From an optimization exercise on the open Yosys and OpenROAD flow, aimed at small area and a short achievable clock period; shortcuts taken in it are not production practice.
Only simulation tests tie the RTL to the original design; equivalence was not proved.

==> inputs of v2 <==
## Horner
module Horner(input clk,
              input rst,
              input [31:0] x,
              input [31:0] cn,
              output wire [31:0] z);
export LEC_CHECK = 0
export CAP_MARGIN = 20
export CORE_MARGIN = 2
export CORE_UTILIZATION = 40
export PLACE_DENSITY = 0.6
export SETUP_SLACK_MARGIN = 2
export SLEW_MARGIN = 20
create_clock -name core_clock -period 8.5 [get_ports {clk}]
run.sh (not shown) runs the stock make flow with config.mk's settings and CLKGATE_MAP_FILE= SYNTH_SCRIPT=/design/flow/synth_recipe.tcl, a recipe that flattens the netlist after the stock synthesis.
==> inputs of v25, as changes to v2 <==
- CORE_UTILIZATION: 40 -> 60
- PLACE_DENSITY: 0.6 -> 0.7
==> comparison <==
- v2 completed with no timing, DRC or antenna violations. v25 completed with no timing, DRC or antenna violations.
- In v2 the global-route usage is lower than in v25, by 10 points.
- In v25 the first-iteration DRC count is larger than in v2, by 25%.
- Clock skew: v25 is lower than v2 (2.9 ps).
- In v2 the non-clock buffer count is higher than in v25, by 4.
- Final cell count: v25 is smaller than v2 (about 7%).

==> inputs of 03-12 <==
Horner, a different RTL version from the one above (not shown whole).
export LEC_CHECK = 0
export CAP_MARGIN = 20
export CORE_MARGIN = 2
export CORE_UTILIZATION = 60
export PLACE_DENSITY = 0.7
export SETUP_SLACK_MARGIN = 2.2
export SLEW_MARGIN = 20
create_clock -name core_clock -period 8.5 [get_ports {clk}]
standard.sh (not shown) runs the stock make flow with config.mk's settings and CLKGATE_MAP_FILE= SYNTH_SCRIPT=/design/flow/synth_recipe.tcl, a recipe that flattens the netlist after the stock synthesis.
==> flow/flow/run.sh <==
#!/bin/bash
set -euo pipefail
R=orfs/results/$FLOW_PLATFORM/Horner/base
bash standard.sh synth > synth.log 2>&1
cp $R/1_2_yosys.v $R/1_2_yosys.std.v
python3 flow/mapnet.py "$FLOW_DESIGN" $R/1_2_yosys.map.v > mapnet.log 2>&1
regs() { grep -o 'dfxtp_1 \\[^ ]*' "$1" | sort; }
if [[ "$(regs $R/1_2_yosys.std.v)" == "$(regs $R/1_2_yosys.map.v)" ]]; then
  echo "registers match: using the mapped netlist" >> mapnet.log
  cp $R/1_2_yosys.map.v $R/1_2_yosys.v
else
  echo "registers differ: using the standard netlist" >> mapnet.log
  python3 flow/fixinv.py $R/1_2_yosys.std.v $R/1_2_yosys.v > fixinv.log 2>&1
fi
rm -f $R/1_synth.odb $R/1_synth.sdc
# port buffers: plain buffers rather than the delay cells buffer_ports picks by default
export BUFFER_PORTS_ARGS="-buffer_cell sky130_fd_sc_hd__buf_2"
bash standard.sh finish > layout.log 2>&1
Other scripts of this flow, unchanged in this note and not shown: flow/flow/fixinv.py, flow/flow/mapnet.py
==> 12-14: changes against 03-12 <==
Settings changed: SETUP_SLACK_MARGIN 2.2 to 2.5.
==> 06-02: changes against 03-12 <==
Settings changed: CORE_UTILIZATION 60 to 65, PLACE_DENSITY 0.7 to 0.75, SETUP_SLACK_MARGIN 2.2 to 2.5.
==> summary of the runs <==
- The lowest fmax belongs to 03-12, the highest to 12-14.
- Clock skew: 06-02 is lower than 12-14 (0.0012 ns).
- The lowest wire length belongs to 03-12, the highest to 06-02.
- Against 12-14, the global-route usage of 03-12 is lower by 0.42 points.
- Against 06-02, the setup slack of 12-14 is higher by 0.095 ns.
- Between 03-12 and 06-02, the lower critical path depth is in 03-12 (gap 1).
- Non-clock buffer count: 03-12 < 06-02 < 12-14.
- Synthesized cell count is the same in 06-02 and 12-14.
- Synthesized area is the same in 06-02 and 03-12.
==> figures <==
quantity                                              12-14       06-02      03-12
Max-Slew Margin vs Limit                              33.2%       35.1%      32.6%
DP Worst Slack                                      1.80 ns     1.62 ns    1.85 ns
Iteration-0 DRC count of the detailed router           1034        1275       1240
Final Hold Slack                                    1.31 ns     1.26 ns    1.09 ns
DIE AREA                                          22400 um2   20700 um2  22400 um2
Multi-input gate share of total cell area             81.4%       81.4%      82.0%
Met3 track utilization from global routing            7.71%       9.36%      11.0%
Layout clock buffers                                      5           7          5
Unrepaired setup endpoints after global routing         yes         yes         no
Initial standard-cell utilization of the core         60.9%       65.8%      60.9%
Met1 wire length                                   16300 um    15900 um   16300 um
Result of the run                  timing/DRC/antenna clean  timing/DRC/antenna clean  timing/DRC/antenna clean
Number of tap instances                                 275         265        275
Die Span X                                           150 um      144 um     150 um
HPWL after detailed placement                      31600 um    31000 um   31100 um
Crit path largest cell delay                        0.54 ns     0.52 ns    0.69 ns
Share of layout cells above drive strength 1          15.9%       15.7%      13.8%
Setup skew after layout                          0.00957 ns  0.00836 ns  0.0154 ns

re-timing with driven ports:
In the flow no input, the clock included, has a driving cell. The finished layouts below were timed again as built, in two steps. Step 1 (the two cells are an assumption about what drives the block):
set clk [get_ports {clk}]
set_driving_cell -lib_cell sky130_fd_sc_hd__clkbuf_16 $clk
set_driving_cell -lib_cell sky130_fd_sc_hd__buf_2 [delete_from_list [all_inputs] $clk]
Step 2 also shifts input and output timing later by t, the mid clock arrival at the registers, as if the neighbouring blocks saw the same clock. a / b / c = ideal ports / drivers / drivers and shift; a / b = the first two.
| run | shift t [ns] | setup slack, ns | clock arrival spread, ns | worst register clock-pin slew, ns | pins driven straight from the clock port |
|---|---|---|---|---|---|
| v2 | 0.405 | 2.110 / 2.137 / 1.732 | 0.012 / 0.012 | 0.06 / 0.06 | 1 |
| v25 | 0.402 | 2.117 / 2.151 / 1.750 | 0.008 / 0.009 | 0.07 / 0.07 | 1 |
| 03-12 | 0.354 | 2.356 / 2.377 / 2.022 | 0.016 / 0.015 | 0.09 / 0.09 | 1 |
| 12-14 | 0.349 | 2.631 / 2.653 / 2.304 | 0.010 / 0.009 | 0.07 / 0.07 | 1 |
| 06-02 | 0.350 | 2.536 / 2.558 / 2.207 | 0.009 / 0.009 | 0.08 / 0.08 | 1 |
After both steps every run listed still meets setup and hold. The setup slack of v2, which loses most, moves by +0.027 ns with the drivers and by -0.378 ns with both steps.
